Background: an optimization exercise with open tools, aiming at small area. Do not read the settings as production practice.
Where RTL was checked, it was by simulation tests only, not by an equivalence proof against the original.
The RTL of run 2 was laid out without a check of its function.
Power figures rest on the tool's default switching activity, not on a simulated workload.

## flow/design.v (module list and top-level ports; edited modules follow where they fit)
// module FPExpAdder: 21 lines
// module FPExpDec: 23 lines
// module FloatingPointMultiplier: 1350 lines
// module FullAdder: 4 lines
// module HalfAdder: 4 lines
// module Or2: 3 lines
// module Aoi21: 3 lines
// module Oai21: 3 lines
// module Nand2: 3 lines
// module Nor2: 3 lines
// module Inv: 3 lines
// module Xor2: 3 lines
// module Xnor2: 3 lines
module FloatingPointMultiplier(
	input wire [26 : 0] in_1,
	input wire [26 : 0] in_2,
	input wire clk_pll,
	output wire [26 : 0] out
    );
  // ...
==> flow/flow/run.sh <==
#!/bin/bash
# Layout flow: the standard synthesis and layout, with
# - the smallest buffer cell for the port buffers instead of the one
#   buffer_ports picks by default,
# - every combinational cell sized down before global placement
#   (flow/downsize.tcl), so that timing repair sizes up only what it needs,
# - timing-driven global placement that does not keep the buffers its
#   virtual repair inserts (GPL_KEEP_OVERFLOW=0); timing is repaired later,
# - input port buffers with many loads sized up to buf_2 after global
#   placement (flow/portbuf.tcl),
# - clock tree synthesis without dummy loads.
set -euo pipefail
bash standard.sh synth > synth.log 2>&1
bash standard.sh 'BUFFER_PORTS_ARGS=-buffer_cell sky130_fd_sc_hd__buf_1' \
  "PRE_GLOBAL_PLACE_TCL=$PWD/flow/downsize.tcl" GPL_KEEP_OVERFLOW=0 \
  "POST_GLOBAL_PLACE_TCL=$PWD/flow/portbuf.tcl" \
  'CTS_ARGS=-sink_clustering_enable -repair_clock_nets -dont_use_dummy_load -buf_list {sky130_fd_sc_hd__clkbuf_4 sky130_fd_sc_hd__clkbuf_8}' \
  finish > layout.log 2>&1
==> flow/flow/downsize.tcl <==
# Before global placement: give every combinational cell the smallest-area
# variant of its own cell (same function and pins). Timing repair later sizes up only what needs it.
set db [ord::get_db]
set block [ord::get_db_block]
set swapped 0
foreach inst [$block getInsts] {
  set master [$inst getMaster]
  set name [$master getName]
  if {![regexp {^(sky130_fd_sc_hd__([a-z0-9]+))_([0-9]+)$} $name -> base kind size]} { continue }
  # leave sequential, clock, tap, fill and delay cells alone
  if {[regexp {^(df|dl|sdf|edf|sedf|clk|tap|fill|decap|conb|diode|lpflow|probe|dly|macro)} $kind]} { continue }
  set best $master
  foreach s {0 1 2 4 6 8 12 16} {
    set m [$db findMaster "${base}_$s"]
    if {$m == "NULL" || $m == ""} { continue }
    if {[$m getWidth] < [$best getWidth]} {
      set best $m
    }
  }
  if {$best != $master} {
    $inst swapMaster $best
    incr swapped
  }
}
puts "downsize.tcl: swapped $swapped instances to smaller cells"
==> flow/flow/portbuf.tcl <==
# After global placement: an input port buffer that drives many cells gets the
# next size up (buf_2) rather than having the timing repair pick a clock or
# delay buffer for it later.
set db [ord::get_db]
set block [ord::get_db_block]
set buf2 [$db findMaster sky130_fd_sc_hd__buf_2]
set n 0
foreach inst [$block getInsts] {
  if {[[$inst getMaster] getName] != "sky130_fd_sc_hd__buf_1"} { continue }
  foreach it [$inst getITerms] {
    if {[$it isOutputSignal]} {
      set net [$it getNet]
      if {$net != "NULL" && [llength [$net getITerms]] > 8} {
        $inst swapMaster $buf2
        incr n
      }
    }
  }
}
puts "portbuf.tcl: sized up $n buffers driving more than 7 cells"
==> flow/standard.sh <==
#!/bin/bash
# synth_recipe.tcl (not shown) runs the flow's synth.tcl, then flattens the netlist and writes it again
# the make line also repeats each setting of config.mk as NAME=value (left out here)
make -C /OpenROAD-flow-scripts/flow DESIGN_CONFIG=/design/flow/config.mk WORK_HOME=/design/flow/orfs CLKGATE_MAP_FILE= SYNTH_SCRIPT=/design/flow/synth_recipe.tcl "${@:-finish}"
==> flow/config.mk <==
export PLATFORM = sky130hd
export DESIGN_NAME = FloatingPointMultiplier
export DESIGN_NICKNAME = FloatingPointMultiplier
export VERILOG_FILES = /design/flow/design.v
export SDC_FILE = /design/flow/constraint.sdc
export NUM_CORES = 4
export LEC_CHECK = 0
export CAP_MARGIN = 20
export CORE_MARGIN = 2
export CORE_UTILIZATION = 40
export CTS_BUF_LIST = sky130_fd_sc_hd__clkbuf_4 sky130_fd_sc_hd__clkbuf_8
export SLEW_MARGIN = 20
export SYNTH_HIERARCHICAL = 1
==> flow/constraint.sdc <==
create_clock -name core_clock -period 6.8 [get_ports {clk_pll}]
set_input_delay 1.3600 -clock core_clock [delete_from_list [all_inputs] [get_ports {clk_pll}]]
set_output_delay 1.3600 -clock core_clock [all_outputs]
set_load 0.01 [all_outputs]
==> metrics.cfg, run 1 <==
[run_status]
status = timing/DRC/antenna clean

[critical_path]
cp-end-kind = flop
crit_required_ps = 6970
crit_end = pipe_norm$_DFF_P_
worstPathCellList = buf_2 -> nand2_1 -> fa_1 -> fa_1 -> fa_1 -> fa_1 -> fa_1 -> fa_1 -> fa_1 -> xor2_1 -> nand2_1 -> o21ai_2 -> a21oi_4 -> o21ai_2 -> a21oi_1 -> xnor2_1 -> inv_1
critical-path-top-delay-family = adder cells

[placement]
place_ws_ps = -608
post-place-cells = 1239

[clock_tree]
cts_tree = done
clkTransAtPathRegs_ps = 90
clock-sinks = 28
cts_root_buffer = clkbuf_8

[global_route]
antenna_found_initial = 0
met3_usage_pct = 2.81

[yosys]
synth_warnings = 7
synth_compound_area_share_pct = 3.88
syn_nets = 1273
synthAdderAreaFrac_pct = 59.1
ys_ff_latch = 28
syn_area_sq_um = 9130

[cells_and_area]
buf_share_pct = 3.88
drive_gt1_share_pct = 4.28
num-fill-cells = 2174
mostFrequentLayoutCell = nand2_1
multi_input_area_sq_um = 7840
layout.cells.most_common_list = nand2_1 (321), fa_1 (269), inv_1 (69)

[routing]
totalWireLength_um = 23200
vias_per_cell = 5.29
drc_errors = 0
drt_iter0_markers = 400
wirelength_met1_um = 9460

[floorplan]
design.portCount = 82
dieArea_sq_um = 24000
core_sq_um = 22500

[timing]
slew_headroom_pct = 31.7

[power]
power_density_nw_per_um2 = 557
power.share.clock_pct = 1.7

[worst_hold_path]
hp-class = in2reg

==> module FPExpDec, before the edit <==
module FPExpDec(
	input wire [7 : 0] nin,
	input wire norm,
	output wire [7 : 0] out
    );
	wire [7 : 0] z;
	assign z[0] = 1'b1;
	genvar i;
	generate
		for (i = 1; i < 8; i = i + 1) begin : zero_chain
			assign z[i] = z[i - 1] & nin[i - 1];
		end
	endgenerate
	wire min_exp = ~nin[7] & z[7];
	wire dec = ~(norm | min_exp);
	wire [7 : 0] nflip;
	generate
		for (i = 0; i < 8; i = i + 1) begin : out_bit
			Nand2 n_flip (.a(dec), .b(z[i]), .y(nflip[i]));
			Xor2 x_out (.a(nin[i]), .b(nflip[i]), .y(out[i]));
		end
	endgenerate
endmodule
==> run 2: changes to the inputs <==
--- a/flow/design.v
+++ b/flow/design.v
@@ -31,19 +31,22 @@
 	generate
 		for (i = 1; i < 8; i = i + 1) begin : zero_chain
 			assign z[i] = z[i - 1] & nin[i - 1];
 		end
 	endgenerate
 	wire min_exp = ~nin[7] & z[7];
 	wire dec = ~(norm | min_exp);
 	wire [7 : 0] nflip;
+	assign nflip[0] = ~dec;
 	generate
-		for (i = 0; i < 8; i = i + 1) begin : out_bit
+		for (i = 1; i < 8; i = i + 1) begin : flip_bit
 			Nand2 n_flip (.a(dec), .b(z[i]), .y(nflip[i]));
+		end
+		for (i = 0; i < 8; i = i + 1) begin : out_bit
 			Xor2 x_out (.a(nin[i]), .b(nflip[i]), .y(out[i]));
 		end
 	endgenerate
 endmodule
 `timescale 1ns / 1ps
 module FloatingPointMultiplier(
 	input wire [26 : 0] in_1,
 	input wire [26 : 0] in_2,
@@ -1073,304 +1076,262 @@
 	Nor2 u_nor2_25 (.a(f521), .b(f518), .y(n70));
 	wire n71;
 	Xor2 u_xor2_16 (.a(f521), .b(f518), .y(n71));
 	wire n72;
 	Nor2 u_nor2_26 (.a(f523), .b(f522), .y(n72));
 	wire n73;
 	Xor2 u_xor2_17 (.a(f523), .b(f522), .y(n73));
 	wire n74;
-	Inv u_inv_2 (.a(pp_0_0), .y(n74));
+	Nor2 u_nor2_27 (.a(f5), .b(f1), .y(n74));
 	wire n75;
-	Nand2 u_nand2_10 (.a(n23), .b(n74), .y(n75));
+	Nand2 u_nand2_10 (.a(n74), .b(n22), .y(n75));
 	wire n76;
-	Inv u_inv_3 (.a(n22), .y(n76));
+	Nand2 u_nand2_11 (.a(n74), .b(n23), .y(n76));
 	wire n77;
-	Nor2 u_nor2_27 (.a(f1), .b(n76), .y(n77));
+	Nor2 u_nor2_28 (.a(n76), .b(pp_0_0), .y(n77));
 	wire n78;
-	Nor2 u_nor2_28 (.a(f1), .b(n75), .y(n78));
+	Nor2 u_nor2_29 (.a(f19), .b(f11), .y(n78));
 	wire n79;
-	Inv u_inv_4 (.a(n77), .y(n79));
+	Aoi21 u_aoi21_1 (.a(n28), .b(n29), .c(n26), .y(n79));
 	wire n80;
-	Nor2 u_nor2_29 (.a(f5), .b(n79), .y(n80));
+	Nand2 u_nand2_12 (.a(n29), .b(n27), .y(n80));
 	wire n81;
-	Inv u_inv_5 (.a(n78), .y(n81));
+	Nor2 u_nor2_30 (.a(f41), .b(f29), .y(n81));
 	wire n82;
-	Nor2 u_nor2_30 (.a(f5), .b(n81), .y(n82));
+	Nand2 u_nand2_13 (.a(n81), .b(n78), .y(n82));
 	wire n83;
-	Inv u_inv_6 (.a(n80), .y(n83));
+	Nor2 u_nor2_31 (.a(n80), .b(f69), .y(n83));
 	wire n84;
-	Nor2 u_nor2_31 (.a(f11), .b(n83), .y(n84));
+	Aoi21 u_aoi21_2 (.a(n32), .b(n33), .c(n30), .y(n84));
 	wire n85;
-	Inv u_inv_7 (.a(n82), .y(n85));
+	Nand2 u_nand2_14 (.a(n33), .b(n31), .y(n85));
 	wire n86;
-	Nor2 u_nor2_32 (.a(f11), .b(n85), .y(n86));
+	Aoi21 u_aoi21_3 (.a(n36), .b(n37), .c(n34), .y(n86));
 	wire n87;
-	Inv u_inv_8 (.a(n84), .y(n87));
+	Nand2 u_nand2_15 (.a(n37), .b(n35), .y(n87));
 	wire n88;
-	Nor2 u_nor2_33 (.a(f19), .b(n87), .y(n88));
+	Oai21 u_oai21_1 (.a(n86), .b(n87), .c(n84), .y(n88));
 	wire n89;
-	Inv u_inv_9 (.a(n86), .y(n89));
+	Nor2 u_nor2_32 (.a(n87), .b(n85), .y(n89));
 	wire n90;
-	Nor2 u_nor2_34 (.a(f19), .b(n89), .y(n90));
+	Aoi21 u_aoi21_4 (.a(n38), .b(n39), .c(n88), .y(n90));
 	wire n91;
-	Inv u_inv_10 (.a(n88), .y(n91));
+	Nand2 u_nand2_16 (.a(n39), .b(n89), .y(n91));
 	wire n92;
-	Nor2 u_nor2_35 (.a(f29), .b(n91), .y(n92));
+	Inv u_inv_2 (.a(n79), .y(n92));
 	wire n93;
-	Inv u_inv_11 (.a(n90), .y(n93));
+	Aoi21 u_aoi21_5 (.a(n92), .b(n83), .c(n24), .y(n93));
 	wire n94;
-	Nor2 u_nor2_36 (.a(f29), .b(n93), .y(n94));
+	Nand2 u_nand2_17 (.a(n83), .b(n25), .y(n94));
 	wire n95;
-	Inv u_inv_12 (.a(f69), .y(n95));
+	Nor2 u_nor2_33 (.a(n94), .b(n82), .y(n95));
 	wire n96;
-	Nand2 u_nand2_11 (.a(n27), .b(n95), .y(n96));
+	Inv u_inv_3 (.a(n95), .y(n96));
 	wire n97;
-	Inv u_inv_13 (.a(n92), .y(n97));
+	Oai21 u_oai21_2 (.a(n93), .b(n96), .c(n75), .y(n97));
 	wire n98;
-	Nor2 u_nor2_37 (.a(f41), .b(n97), .y(n98));
+	Nand2 u_nand2_18 (.a(n95), .b(n77), .y(n98));
 	wire n99;
-	Inv u_inv_14 (.a(n94), .y(n99));
+	Inv u_inv_4 (.a(n97), .y(n99));
 	wire n100;
-	Nor2 u_nor2_38 (.a(f41), .b(n99), .y(n100));
+	Oai21 u_oai21_3 (.a(n90), .b(n91), .c(n99), .y(n100));
 	wire n101;
-	Aoi21 u_aoi21_1 (.a(n28), .b(n29), .c(n26), .y(n101));
+	Nor2 u_nor2_34 (.a(n91), .b(n98), .y(n101));
 	wire n102;
-	Inv u_inv_15 (.a(n29), .y(n102));
+	Aoi21 u_aoi21_6 (.a(n40), .b(n41), .c(n100), .y(n102));
 	wire n103;
-	Nor2 u_nor2_39 (.a(n102), .b(n96), .y(n103));
+	Aoi21 u_aoi21_7 (.a(n44), .b(n45), .c(n42), .y(n103));
 	wire n104;
-	Inv u_inv_16 (.a(n101), .y(n104));
+	Nand2 u_nand2_19 (.a(n45), .b(n43), .y(n104));
 	wire n105;
-	Aoi21 u_aoi21_2 (.a(n104), .b(n103), .c(n24), .y(n105));
+	Aoi21 u_aoi21_8 (.a(n48), .b(n49), .c(n46), .y(n105));
 	wire n106;
-	Nand2 u_nand2_12 (.a(n103), .b(n25), .y(n106));
+	Nand2 u_nand2_20 (.a(n49), .b(n47), .y(n106));
 	wire n107;
-	Aoi21 u_aoi21_3 (.a(n32), .b(n33), .c(n30), .y(n107));
+	Aoi21 u_aoi21_9 (.a(n52), .b(n53), .c(n50), .y(n107));
 	wire n108;
-	Nand2 u_nand2_13 (.a(n33), .b(n31), .y(n108));
+	Nand2 u_nand2_21 (.a(n53), .b(n51), .y(n108));
 	wire n109;
-	Aoi21 u_aoi21_4 (.a(n36), .b(n37), .c(n34), .y(n109));
+	Aoi21 u_aoi21_10 (.a(n56), .b(n57), .c(n54), .y(n109));
 	wire n110;
-	Nand2 u_nand2_14 (.a(n37), .b(n35), .y(n110));
+	Nand2 u_nand2_22 (.a(n57), .b(n55), .y(n110));
 	wire n111;
-	Inv u_inv_17 (.a(n98), .y(n111));
+	Aoi21 u_aoi21_11 (.a(n60), .b(n61), .c(n58), .y(n111));
 	wire n112;
-	Oai21 u_oai21_1 (.a(n105), .b(n106), .c(n111), .y(n112));
+	Nand2 u_nand2_23 (.a(n61), .b(n59), .y(n112));
 	wire n113;
-	Inv u_inv_18 (.a(n100), .y(n113));
+	Aoi21 u_aoi21_12 (.a(n64), .b(n65), .c(n62), .y(n113));
 	wire n114;
-	Nor2 u_nor2_40 (.a(n106), .b(n113), .y(n114));
+	Nand2 u_nand2_24 (.a(n65), .b(n63), .y(n114));
 	wire n115;
-	Oai21 u_oai21_2 (.a(n109), .b(n110), .c(n107), .y(n115));
+	Aoi21 u_aoi21_13 (.a(n68), .b(n69), .c(n66), .y(n115));
 	wire n116;
-	Nor2 u_nor2_41 (.a(n110), .b(n108), .y(n116));
+	Nand2 u_nand2_25 (.a(n69), .b(n67), .y(n116));
 	wire n117;
-	Aoi21 u_aoi21_5 (.a(n115), .b(n116), .c(n112), .y(n117));
+	Aoi21 u_aoi21_14 (.a(n72), .b(n73), .c(n70), .y(n117));
 	wire n118;
-	Nand2 u_nand2_15 (.a(n116), .b(n114), .y(n118));
+	Nand2 u_nand2_26 (.a(n73), .b(n71), .y(n118));
 	wire n119;
-	Inv u_inv_19 (.a(n38), .y(n119));
+	Inv u_inv_5 (.a(n42), .y(n119));
 	wire n120;
-	Inv u_inv_20 (.a(n39), .y(n120));
+	Inv u_inv_6 (.a(n43), .y(n120));
 	wire n121;
-	Oai21 u_oai21_3 (.a(n119), .b(n120), .c(n117), .y(n121));
+	Oai21 u_oai21_4 (.a(n119), .b(n120), .c(n102), .y(n121));
 	wire n122;
-	Nor2 u_nor2_42 (.a(n120), .b(n118), .y(n122));
+	Oai21 u_oai21_5 (.a(n103), .b(n104), .c(n102), .y(n122));
 	wire n123;
-	Aoi21 u_aoi21_6 (.a(n40), .b(n41), .c(n121), .y(n123));
+	Inv u_inv_7 (.a(n50), .y(n123));
 	wire n124;
-	Aoi21 u_aoi21_7 (.a(n44), .b(n45), .c(n42), .y(n124));
+	Inv u_inv_8 (.a(n51), .y(n124));
 	wire n125;
-	Nand2 u_nand2_16 (.a(n45), .b(n43), .y(n125));
+	Oai21 u_oai21_6 (.a(n123), .b(n124), .c(n105), .y(n125));
 	wire n126;
-	Aoi21 u_aoi21_8 (.a(n48), .b(n49), .c(n46), .y(n126));
+	Nor2 u_nor2_35 (.a(n124), .b(n106), .y(n126));
 	wire n127;
-	Nand2 u_nand2_17 (.a(n49), .b(n47), .y(n127));
+	Oai21 u_oai21_7 (.a(n107), .b(n108), .c(n105), .y(n127));
 	wire n128;
-	Aoi21 u_aoi21_9 (.a(n52), .b(n53), .c(n50), .y(n128));
+	Nor2 u_nor2_36 (.a(n108), .b(n106), .y(n128));
 	wire n129;
-	Nand2 u_nand2_18 (.a(n53), .b(n51), .y(n129));
+	Inv u_inv_9 (.a(n58), .y(n129));
 	wire n130;
-	Aoi21 u_aoi21_10 (.a(n56), .b(n57), .c(n54), .y(n130));
+	Inv u_inv_10 (.a(n59), .y(n130));
 	wire n131;
-	Nand2 u_nand2_19 (.a(n57), .b(n55), .y(n131));
+	Oai21 u_oai21_8 (.a(n129), .b(n130), .c(n109), .y(n131));
 	wire n132;
-	Aoi21 u_aoi21_11 (.a(n60), .b(n61), .c(n58), .y(n132));
+	Nor2 u_nor2_37 (.a(n130), .b(n110), .y(n132));
 	wire n133;
-	Nand2 u_nand2_20 (.a(n61), .b(n59), .y(n133));
+	Oai21 u_oai21_9 (.a(n111), .b(n112), .c(n109), .y(n133));
 	wire n134;
-	Aoi21 u_aoi21_12 (.a(n64), .b(n65), .c(n62), .y(n134));
+	Nor2 u_nor2_38 (.a(n112), .b(n110), .y(n134));
 	wire n135;
-	Nand2 u_nand2_21 (.a(n65), .b(n63), .y(n135));
+	Inv u_inv_11 (.a(n66), .y(n135));
 	wire n136;
-	Aoi21 u_aoi21_13 (.a(n68), .b(n69), .c(n66), .y(n136));
+	Inv u_inv_12 (.a(n67), .y(n136));
 	wire n137;
-	Nand2 u_nand2_22 (.a(n69), .b(n67), .y(n137));
+	Oai21 u_oai21_10 (.a(n135), .b(n136), .c(n113), .y(n137));
 	wire n138;
-	Aoi21 u_aoi21_14 (.a(n72), .b(n73), .c(n70), .y(n138));
+	Nor2 u_nor2_39 (.a(n136), .b(n114), .y(n138));
 	wire n139;
-	Nand2 u_nand2_23 (.a(n73), .b(n71), .y(n139));
+	Oai21 u_oai21_11 (.a(n115), .b(n116), .c(n113), .y(n139));
 	wire n140;
-	Inv u_inv_21 (.a(n42), .y(n140));
+	Nor2 u_nor2_40 (.a(n116), .b(n114), .y(n140));
 	wire n141;
-	Inv u_inv_22 (.a(n43), .y(n141));
+	Nor2 u_nor2_41 (.a(n21), .b(n117), .y(n141));
 	wire n142;
-	Oai21 u_oai21_4 (.a(n140), .b(n141), .c(n123), .y(n142));
+	Nor2 u_nor2_42 (.a(n21), .b(n118), .y(n142));
 	wire n143;
-	Oai21 u_oai21_5 (.a(n124), .b(n125), .c(n123), .y(n143));
+	Aoi21 u_aoi21_15 (.a(n46), .b(n47), .c(n122), .y(n143));
 	wire n144;
-	Inv u_inv_23 (.a(n50), .y(n144));
+	Inv u_inv_13 (.a(n105), .y(n144));
 	wire n145;
-	Inv u_inv_24 (.a(n51), .y(n145));
+	Inv u_inv_14 (.a(n106), .y(n145));
 	wire n146;
-	Oai21 u_oai21_6 (.a(n144), .b(n145), .c(n126), .y(n146));
+	Aoi21 u_aoi21_16 (.a(n144), .b(n145), .c(n122), .y(n146));
 	wire n147;
-	Nor2 u_nor2_43 (.a(n145), .b(n127), .y(n147));
+	Aoi21 u_aoi21_17 (.a(n125), .b(n126), .c(n122), .y(n147));
 	wire n148;
-	Oai21 u_oai21_7 (.a(n128), .b(n129), .c(n126), .y(n148));
+	Aoi21 u_aoi21_18 (.a(n127), .b(n128), .c(n122), .y(n148));
 	wire n149;
-	Nor2 u_nor2_44 (.a(n129), .b(n127), .y(n149));
+	Aoi21 u_aoi21_19 (.a(n62), .b(n63), .c(n133), .y(n149));
 	wire n150;
-	Inv u_inv_25 (.a(n58), .y(n150));
+	Nand2 u_nand2_27 (.a(n63), .b(n134), .y(n150));
 	wire n151;
-	Inv u_inv_26 (.a(n59), .y(n151));
+	Inv u_inv_15 (.a(n113), .y(n151));
 	wire n152;
-	Oai21 u_oai21_8 (.a(n150), .b(n151), .c(n130), .y(n152));
+	Inv u_inv_16 (.a(n114), .y(n152));
 	wire n153;
-	Nor2 u_nor2_45 (.a(n151), .b(n131), .y(n153));
+	Aoi21 u_aoi21_20 (.a(n151), .b(n152), .c(n133), .y(n153));
 	wire n154;
-	Oai21 u_oai21_9 (.a(n132), .b(n133), .c(n130), .y(n154));
+	Nand2 u_nand2_28 (.a(n152), .b(n134), .y(n154));
 	wire n155;
-	Nor2 u_nor2_46 (.a(n133), .b(n131), .y(n155));
+	Aoi21 u_aoi21_21 (.a(n137), .b(n138), .c(n133), .y(n155));
 	wire n156;
-	Inv u_inv_27 (.a(n66), .y(n156));
+	Nand2 u_nand2_29 (.a(n138), .b(n134), .y(n156));
 	wire n157;
-	Inv u_inv_28 (.a(n67), .y(n157));
+	Aoi21 u_aoi21_22 (.a(n139), .b(n140), .c(n133), .y(n157));
 	wire n158;
-	Oai21 u_oai21_10 (.a(n156), .b(n157), .c(n134), .y(n158));
+	Nand2 u_nand2_30 (.a(n140), .b(n134), .y(n158));
 	wire n159;
-	Nor2 u_nor2_47 (.a(n157), .b(n135), .y(n159));
+	Inv u_inv_17 (.a(n54), .y(n159));
 	wire n160;
-	Oai21 u_oai21_11 (.a(n136), .b(n137), .c(n134), .y(n160));
+	Inv u_inv_18 (.a(n55), .y(n160));
 	wire n161;
-	Nor2 u_nor2_48 (.a(n137), .b(n135), .y(n161));
+	Oai21 u_oai21_12 (.a(n159), .b(n160), .c(n148), .y(n161));
 	wire n162;
-	Nor2 u_nor2_49 (.a(n21), .b(n138), .y(n162));
+	Oai21 u_oai21_13 (.a(n109), .b(n110), .c(n148), .y(n162));
 	wire n163;
-	Nor2 u_nor2_50 (.a(n21), .b(n139), .y(n163));
+	Inv u_inv_19 (.a(n131), .y(n163));
 	wire n164;
-	Aoi21 u_aoi21_15 (.a(n46), .b(n47), .c(n143), .y(n164));
+	Inv u_inv_20 (.a(n132), .y(n164));
 	wire n165;
-	Inv u_inv_29 (.a(n126), .y(n165));
+	Oai21 u_oai21_14 (.a(n163), .b(n164), .c(n148), .y(n165));
 	wire n166;
-	Inv u_inv_30 (.a(n127), .y(n166));
+	Inv u_inv_21 (.a(n133), .y(n166));
 	wire n167;
-	Aoi21 u_aoi21_16 (.a(n165), .b(n166), .c(n143), .y(n167));
+	Inv u_inv_22 (.a(n134), .y(n167));
 	wire n168;
-	Aoi21 u_aoi21_17 (.a(n146), .b(n147), .c(n143), .y(n168));
+	Oai21 u_oai21_15 (.a(n166), .b(n167), .c(n148), .y(n168));
 	wire n169;
-	Aoi21 u_aoi21_18 (.a(n148), .b(n149), .c(n143), .y(n169));
+	Oai21 u_oai21_16 (.a(n149), .b(n150), .c(n148), .y(n169));
 	wire n170;
-	Aoi21 u_aoi21_19 (.a(n62), .b(n63), .c(n154), .y(n170));
+	Oai21 u_oai21_17 (.a(n153), .b(n154), .c(n148), .y(n170));
 	wire n171;
-	Nand2 u_nand2_24 (.a(n63), .b(n155), .y(n171));
+	Oai21 u_oai21_18 (.a(n155), .b(n156), .c(n148), .y(n171));
 	wire n172;
-	Inv u_inv_31 (.a(n134), .y(n172));
+	Oai21 u_oai21_19 (.a(n157), .b(n158), .c(n148), .y(n172));
 	wire n173;
-	Inv u_inv_32 (.a(n135), .y(n173));
+	Aoi21 u_aoi21_23 (.a(n70), .b(n71), .c(n172), .y(n173));
 	wire n174;
-	Aoi21 u_aoi21_20 (.a(n172), .b(n173), .c(n154), .y(n174));
+	Inv u_inv_23 (.a(n117), .y(n174));
 	wire n175;
-	Nand2 u_nand2_25 (.a(n173), .b(n155), .y(n175));
+	Inv u_inv_24 (.a(n118), .y(n175));
 	wire n176;
-	Aoi21 u_aoi21_21 (.a(n158), .b(n159), .c(n154), .y(n176));
+	Aoi21 u_aoi21_24 (.a(n174), .b(n175), .c(n172), .y(n176));
 	wire n177;
-	Nand2 u_nand2_26 (.a(n159), .b(n155), .y(n177));
+	Aoi21 u_aoi21_25 (.a(n141), .b(n142), .c(n172), .y(n177));
 	wire n178;
-	Aoi21 u_aoi21_22 (.a(n160), .b(n161), .c(n154), .y(n178));
+	Xnor2 u_xnor2_11 (.a(n41), .b(n100), .y(n178));
 	wire n179;
-	Nand2 u_nand2_27 (.a(n161), .b(n155), .y(n179));
+	Xor2 u_xor2_18 (.a(n43), .b(n102), .y(n179));
 	wire n180;
-	Inv u_inv_33 (.a(n54), .y(n180));
+	Xnor2 u_xnor2_12 (.a(n45), .b(n121), .y(n180));
 	wire n181;
-	Inv u_inv_34 (.a(n55), .y(n181));
+	Xnor2 u_xnor2_13 (.a(n47), .b(n122), .y(n181));
 	wire n182;
-	Oai21 u_oai21_12 (.a(n180), .b(n181), .c(n169), .y(n182));
+	Xor2 u_xor2_19 (.a(n49), .b(n143), .y(n182));
 	wire n183;
-	Oai21 u_oai21_13 (.a(n130), .b(n131), .c(n169), .y(n183));
+	Xor2 u_xor2_20 (.a(n51), .b(n146), .y(n183));
 	wire n184;
-	Inv u_inv_35 (.a(n152), .y(n184));
+	Xor2 u_xor2_21 (.a(n53), .b(n147), .y(n184));
 	wire n185;
-	Inv u_inv_36 (.a(n153), .y(n185));
+	Xor2 u_xor2_22 (.a(n55), .b(n148), .y(n185));
 	wire n186;
-	Oai21 u_oai21_14 (.a(n184), .b(n185), .c(n169), .y(n186));
+	Xnor2 u_xnor2_14 (.a(n57), .b(n161), .y(n186));
 	wire n187;
-	Inv u_inv_37 (.a(n154), .y(n187));
+	Xnor2 u_xnor2_15 (.a(n59), .b(n162), .y(n187));
 	wire n188;
-	Inv u_inv_38 (.a(n155), .y(n188));
+	Xnor2 u_xnor2_16 (.a(n61), .b(n165), .y(n188));
 	wire n189;
-	Oai21 u_oai21_15 (.a(n187), .b(n188), .c(n169), .y(n189));
+	Xnor2 u_xnor2_17 (.a(n63), .b(n168), .y(n189));
 	wire n190;
-	Oai21 u_oai21_16 (.a(n170), .b(n171), .c(n169), .y(n190));
+	Xnor2 u_xnor2_18 (.a(n65), .b(n169), .y(n190));
 	wire n191;
-	Oai21 u_oai21_17 (.a(n174), .b(n175), .c(n169), .y(n191));
+	Xnor2 u_xnor2_19 (.a(n67), .b(n170), .y(n191));
 	wire n192;
-	Oai21 u_oai21_18 (.a(n176), .b(n177), .c(n169), .y(n192));
+	Xnor2 u_xnor2_20 (.a(n69), .b(n171), .y(n192));
 	wire n193;
-	Oai21 u_oai21_19 (.a(n178), .b(n179), .c(n169), .y(n193));
+	Xnor2 u_xnor2_21 (.a(n71), .b(n172), .y(n193));
 	wire n194;
-	Aoi21 u_aoi21_23 (.a(n70), .b(n71), .c(n193), .y(n194));
+	Xor2 u_xor2_23 (.a(n73), .b(n173), .y(n194));
 	wire n195;
-	Inv u_inv_39 (.a(n138), .y(n195));
+	Xnor2 u_xnor2_22 (.a(n21), .b(n176), .y(n195));
 	wire n196;
-	Inv u_inv_40 (.a(n139), .y(n196));
-	wire n197;
-	Aoi21 u_aoi21_24 (.a(n195), .b(n196), .c(n193), .y(n197));
-	wire n198;
-	Aoi21 u_aoi21_25 (.a(n162), .b(n163), .c(n193), .y(n198));
-	wire n199;
-	Xnor2 u_xnor2_11 (.a(n41), .b(n121), .y(n199));
-	wire n200;
-	Xor2 u_xor2_18 (.a(n43), .b(n123), .y(n200));
-	wire n201;
-	Xnor2 u_xnor2_12 (.a(n45), .b(n142), .y(n201));
-	wire n202;
-	Xnor2 u_xnor2_13 (.a(n47), .b(n143), .y(n202));
-	wire n203;
-	Xor2 u_xor2_19 (.a(n49), .b(n164), .y(n203));
-	wire n204;
-	Xor2 u_xor2_20 (.a(n51), .b(n167), .y(n204));
-	wire n205;
-	Xor2 u_xor2_21 (.a(n53), .b(n168), .y(n205));
-	wire n206;
-	Xor2 u_xor2_22 (.a(n55), .b(n169), .y(n206));
-	wire n207;
-	Xnor2 u_xnor2_14 (.a(n57), .b(n182), .y(n207));
-	wire n208;
-	Xnor2 u_xnor2_15 (.a(n59), .b(n183), .y(n208));
-	wire n209;
-	Xnor2 u_xnor2_16 (.a(n61), .b(n186), .y(n209));
-	wire n210;
-	Xnor2 u_xnor2_17 (.a(n63), .b(n189), .y(n210));
-	wire n211;
-	Xnor2 u_xnor2_18 (.a(n65), .b(n190), .y(n211));
-	wire n212;
-	Xnor2 u_xnor2_19 (.a(n67), .b(n191), .y(n212));
-	wire n213;
-	Xnor2 u_xnor2_20 (.a(n69), .b(n192), .y(n213));
-	wire n214;
-	Xnor2 u_xnor2_21 (.a(n71), .b(n193), .y(n214));
-	wire n215;
-	Xor2 u_xor2_23 (.a(n73), .b(n194), .y(n215));
-	wire n216;
-	Xnor2 u_xnor2_22 (.a(n21), .b(n197), .y(n216));
-	wire n217;
-	Xnor2 u_xnor2_23 (.a(f524), .b(n198), .y(n217));
-	wire [35 : 17] nprod = {n217, n216, n215, n214, n213, n212, n211, n210, n209, n208, n207, n206, n205, n204, n203, n202, n201, n200, n199};
+	Xnor2 u_xnor2_23 (.a(f524), .b(n177), .y(n196));
+	wire [35 : 17] nprod = {n196, n195, n194, n193, n192, n191, n190, n189, n188, n187, n186, n185, n184, n183, n182, n181, n180, n179, n178};
 	wire [7 : 0] nexp_sum;
 	FPExpAdder fp_exp_adder (
 		.in(in_1[25 : 18]),
 		.change(in_2[25 : 18]),
 		.nout(nexp_sum)
 	);
 	reg pipe_sign;
 	reg [7 : 0] pipe_nexp;
==> run 2 against run 1 <==
Effect of this change:
- critical endpoint unchanged
- non-clock buffer count increased by 2
- highest routed layer unchanged
- sequential power is essentially flat
- synthesized cell count decreased by 0.84%
- critical path type unchanged
- combinational power is 1% higher
- hold slack better by 4.8 ps
- synthesized area fell by 0.16%
- still clean on timing, DRC and antenna
- maximum frequency is 1.0% higher
- clock power decreased by 1%
- count of clock-buffer cells in the layout is the same
- via count fell by 1.7%
- critical path depth grew 3
- die area decreased by 0.16%
==> metrics.cfg, run 2 <==
[timing]
slew_headroom_pct = 31.2  ; was 31.7%
tightest_slew_ps = 1030  ; was 1020 ps
slew_viol_final = 0  ; unchanged
post-route-min-period_ps = 6430  ; was 6490 ps
setup_viol = 0  ; unchanged
worst_hold_slack_ps = 1270  ; was 1260 ps
hold_viol_final = 0  ; unchanged
fmax_mhz = 156  ; was 154 MHz
finalCritPeriodShare_pct = 94.5  ; was 95.5%
rsz0062_at_grt = false  ; unchanged

[critical_path]
cp_slowest_stage_delay_ps = 510  ; was 530 ps
path_buf_inv = 3  ; was 2
crit_required_ps = 6960  ; was 6970 ps
cp_slowest_cell = fa_1  ; unchanged
critical-path-top-delay-family = adder cells  ; unchanged
cp-end-kind = flop  ; unchanged
crit_fanout = 17  ; was 18
worstPathCellList = buf_2 -> nand2_1 -> fa_1 -> fa_1 -> fa_1 -> fa_1 -> fa_1 -> fa_1 -> xnor2_1 -> nand2_1 -> a21oi_1 -> o21ai_1 -> a21oi_2 -> o21ai_2 -> buf_4 -> a21oi_4 -> o21ai_2 -> a21oi_1 -> xnor2_1 -> inv_1  ; was buf_2 -> nand2_1 -> fa_1 -> fa_1 -> fa_1 -> fa_1 -> fa_1 -> fa_1 -> fa_1 -> xor2_1 -> nand2_1 -> o21ai_2 -> a21oi_4 -> o21ai_2 -> a21oi_1 -> xnor2_1 -> inv_1
worstSetupPathType = in2reg  ; unchanged
critical_path_arrival_ps = 6580  ; was 6660 ps
cp-start-kind = input pin  ; unchanged
worst_path_most_repeated_cell = fa_1  ; unchanged

[routing]
drt_iter0_markers = 371  ; was 400
drc_errors = 0  ; unchanged
final_antenna_net_count = 0  ; unchanged
totalWireLength_um = 22800  ; was 23,200 um
vias = 6458  ; was 6,572
first_pass_iters = 5  ; was 4
wl_per_cell_um = 18.5  ; was 18.6 um
vias_per_cell = 5.23  ; was 5.29

[yosys]
synth_edf_count = 0  ; unchanged
synth_cell_type_count = 28  ; was 26
ys_ff_latch = 28  ; unchanged
synthFlopType = dfxtp_1  ; unchanged
yosysSeqAreaShare_pct = 6.15  ; was 6.14%
yosysTopAreaCellShare_pct = 59.1  ; was 59.0%
synth_most_common_cell = nand2_1  ; unchanged
synth.top_cells.by_count = nand2_1 (323), fa_1 (269), buf_2 (66)  ; was nand2_1 (321), fa_1 (269), inv_1 (69)
synth_cells = 940  ; was 948
async_flop_share_pct = 0  ; unchanged
avgSynthCellArea_sq_um = 9.70  ; was 9.63 sq um
synthTopCellsByArea = fa_1 (59%), nand2_1 (13%), dfxtp_1 (6.2%)  ; was fa_1 (59%), nand2_1 (13%), dfxtp_1 (6.1%)
synth.largest_area_cell = fa_1  ; unchanged
syn_nets = 1265  ; was 1,273
synth_warnings = 7  ; unchanged
syn_area_sq_um = 9110  ; was 9130 sq um

[floorplan]
design.portCount = 82  ; unchanged
core_sq_um = 22500  ; unchanged
initial_core_util_pct = 40.5  ; was 40.6%
die_w_um = 155  ; about the same
die_height_um = 155  ; about the same
rows = 55  ; unchanged
dieArea_sq_um = 24000  ; about the same

[cells_and_area]
layout.cells.most_common_list = nand2_1 (323), fa_1 (269), inv_1 (60)  ; was nand2_1 (321), fa_1 (269), inv_1 (69)
largest_reg_flops = 18  ; unchanged
num-fill-cells = 2204  ; was 2,174
fin_nets = 1277  ; was 1,284
antenna_cells = 0  ; unchanged
top_register = pipe_nprod  ; unchanged
syn2layout_area_growth_pct = 3.10  ; was 3.23%
final_util_pct = 41.8  ; was 41.9%
mostFrequentLayoutCell = nand2_1  ; unchanged
reg.largest.list = pipe_nprod (18), pipe_nexp (8)  ; unchanged
drive_gt1_share_pct = 4.53  ; was 4.28%

[clock_tree]
clock-sinks = 28  ; unchanged
clockBufferDepth = 2  ; unchanged
cts_root_buffer = clkbuf_8  ; unchanged
htreeDepth = 1  ; unchanged
postCtsHoldBufs = 0  ; unchanged
cts_tree = done  ; unchanged
clkTransAtPathRegs_ps = 100  ; was 90 ps
numCtsBuffers = 3  ; unchanged

[power]
p_seq_share_pct = 7.3  ; was 7.4%
internal_power_uw = 2450  ; was 2360 uW
switchingPower_uw = 2850  ; was 2880 uW
power_density_nw_per_um2 = 563  ; was 557 nW/um^2
power.share.clock_pct = 1.6  ; was 1.7%
swShare_pct = 53.8  ; was 54.9%
peakVddDrop_mv = 0.637  ; was 0.627 mV
leakagePower_uw = 0.00344  ; was 0.00346 uW
p_comb_share_pct = 91.0  ; about the same
finalPower_uw = 5290  ; was 5240 uW

[run_status]
status = timing/DRC/antenna clean  ; unchanged

[global_route]
antenna_found_initial = 0  ; unchanged
globalRoute.totalOverflow = 0  ; unchanged
grt_pass1_vias = 7399  ; was 7,464
grt_pass1_wl_um = 37800  ; was 38,400 um
grt_max_degree = 20  ; was 19
grt.total_usage_pct = 20.2  ; was 20.5%

[placement]
dpl.hpwl_um = 16800  ; was 17,100 um
portBuffers = 78  ; unchanged

[job]
maxCapViolations = 0  ; unchanged

[worst_hold_path]
hp-class = in2reg  ; unchanged

==> run 2: per-layer routing <==
metal | share of wire, % | up-vias | GRT usage, %
li1 | - | 2800 | -
met5 | 0 | - | 0
met2 | 51 | 282 | 36.1
met4 | 2.8 | 0 | 4.98
met1 | 39 | 3331 | 25.6
met3 | 7.4 | 45 | 3.37
==> run 2: path summary, 6_finish.rpt <==
| check | startpoint | to | cells past startpoint |
|---|---|---|---|
| hold / removal | in_1[26] | pipe_sign$_DFF_P_ | 2 |
| setup / recovery | in_1[0] | pipe_norm$_DFF_P_ | 20 |
==> run 2: stage by stage <==
stage                     worst slack, ps  setup TNS, ps  instances  instance area [sq um]
final                                 374              0       1235                   9400
after global routing                 4.06              0       1235                   9400
after CTS                            5.52              0       1233                   9360
after detailed placement             -591          -3800       1230                   9300
after global placement              -1010          -9120       1230                   9260
after floorplan                       238              0        940                   9110
==> run 2: what timing repair did <==
action | CTS | global route
gates cloned | 0 | 0
pin swaps | 0 | 1
setup endpoints to repair | 4 | 9
setup buffers | 0 | 2
gates resized for setup | 2 | 9
==> run 2: kinds of logic after synthesis <==
logic type	after synthesis	synth area share, %
AOI/OAI and AO/OA	53	4.04
xor gates and xnor gates	57	5.48
adders and majority gates	270	59.2
buffers and inverters	133	6.84
DFF	28	6.15
muxes	17	1.87
other	1	0.0411
and+or+nand+nor	381	16.4
==> run 2: area by class of cell <==
| type | instances | area, sq um | area share (%) |
|---|---|---|---|
| Timing Repair Buffer | 80 | 365 | 3.89 |
| Multi-Input combinational cell | 779 | 7850 | 83.5 |
| Tap cell | 285 | 357 | 3.79 |
| Inverter | 60 | 225 | 2.40 |
| Clock buffer | 3 | 41.3 | 0.439 |
| Sequential cell | 28 | 561 | 5.97 |
==> run 2: power groups by stage <==
stage	Combinational (uW)	Clock, uW	Sequential (uW)
final	4820	86.3	389
after global routing	5520	97.0	399
after CTS	4730	91.0	390
after detailed placement	4650	0	393
after global placement	4560	0	392
after floorplan	4060	0	357
==> run 2: per-module statistics from Yosys (local to each module, per instance), a selection <==
module,times used,flops+latches,cells inside,cell area [sq um]
Xor2,32,0,1,8.76
Xnor2,24,0,1,8.76
FPExpDec,1,0,10,82.6
HalfAdder,1,0,1,12.5
FloatingPointMultiplier,1,28,408,2210
Nand2,34,0,1,3.75
FPExpAdder,1,0,10,56.3
Inv,58,0,1,3.75
Oai21,19,0,1,5.00
Nor2,40,0,1,3.75

static timing again, ports no longer ideal:
The results above use ideal ports. As a check the final layouts listed here were re-extracted and re-timed, cells and wires unchanged. Step 1 (the two cells are an assumption about what drives the block):
set clk [get_ports {clk_pll}]
set_driving_cell -lib_cell sky130_fd_sc_hd__clkbuf_16 $clk
set_driving_cell -lib_cell sky130_fd_sc_hd__buf_2 [delete_from_list [all_inputs] $clk]
Step 2 times the ports against the registers' clock, not the clock port: input delays grow and output delays shrink by t, the midpoint of the rising clock arrivals with the driver on. Three values: ideal, step 1, step 2; two values: the first two.
| run | t (ns) | setup WS [ns] | latest minus earliest clock arrival (ns) |
|---|---|---|---|
| run 1 | 0.301 | 0.308 / 0.313 / 0.012 | 0.015 / 0.014 |
| run 2 | 0.293 | 0.374 / 0.350 / 0.057 | 0.018 / 0.018 |
After both steps setup and hold are still met in every run listed. The setup slack of run 2, which loses most, moves by -0.024 ns with the drivers and by -0.317 ns with both steps.
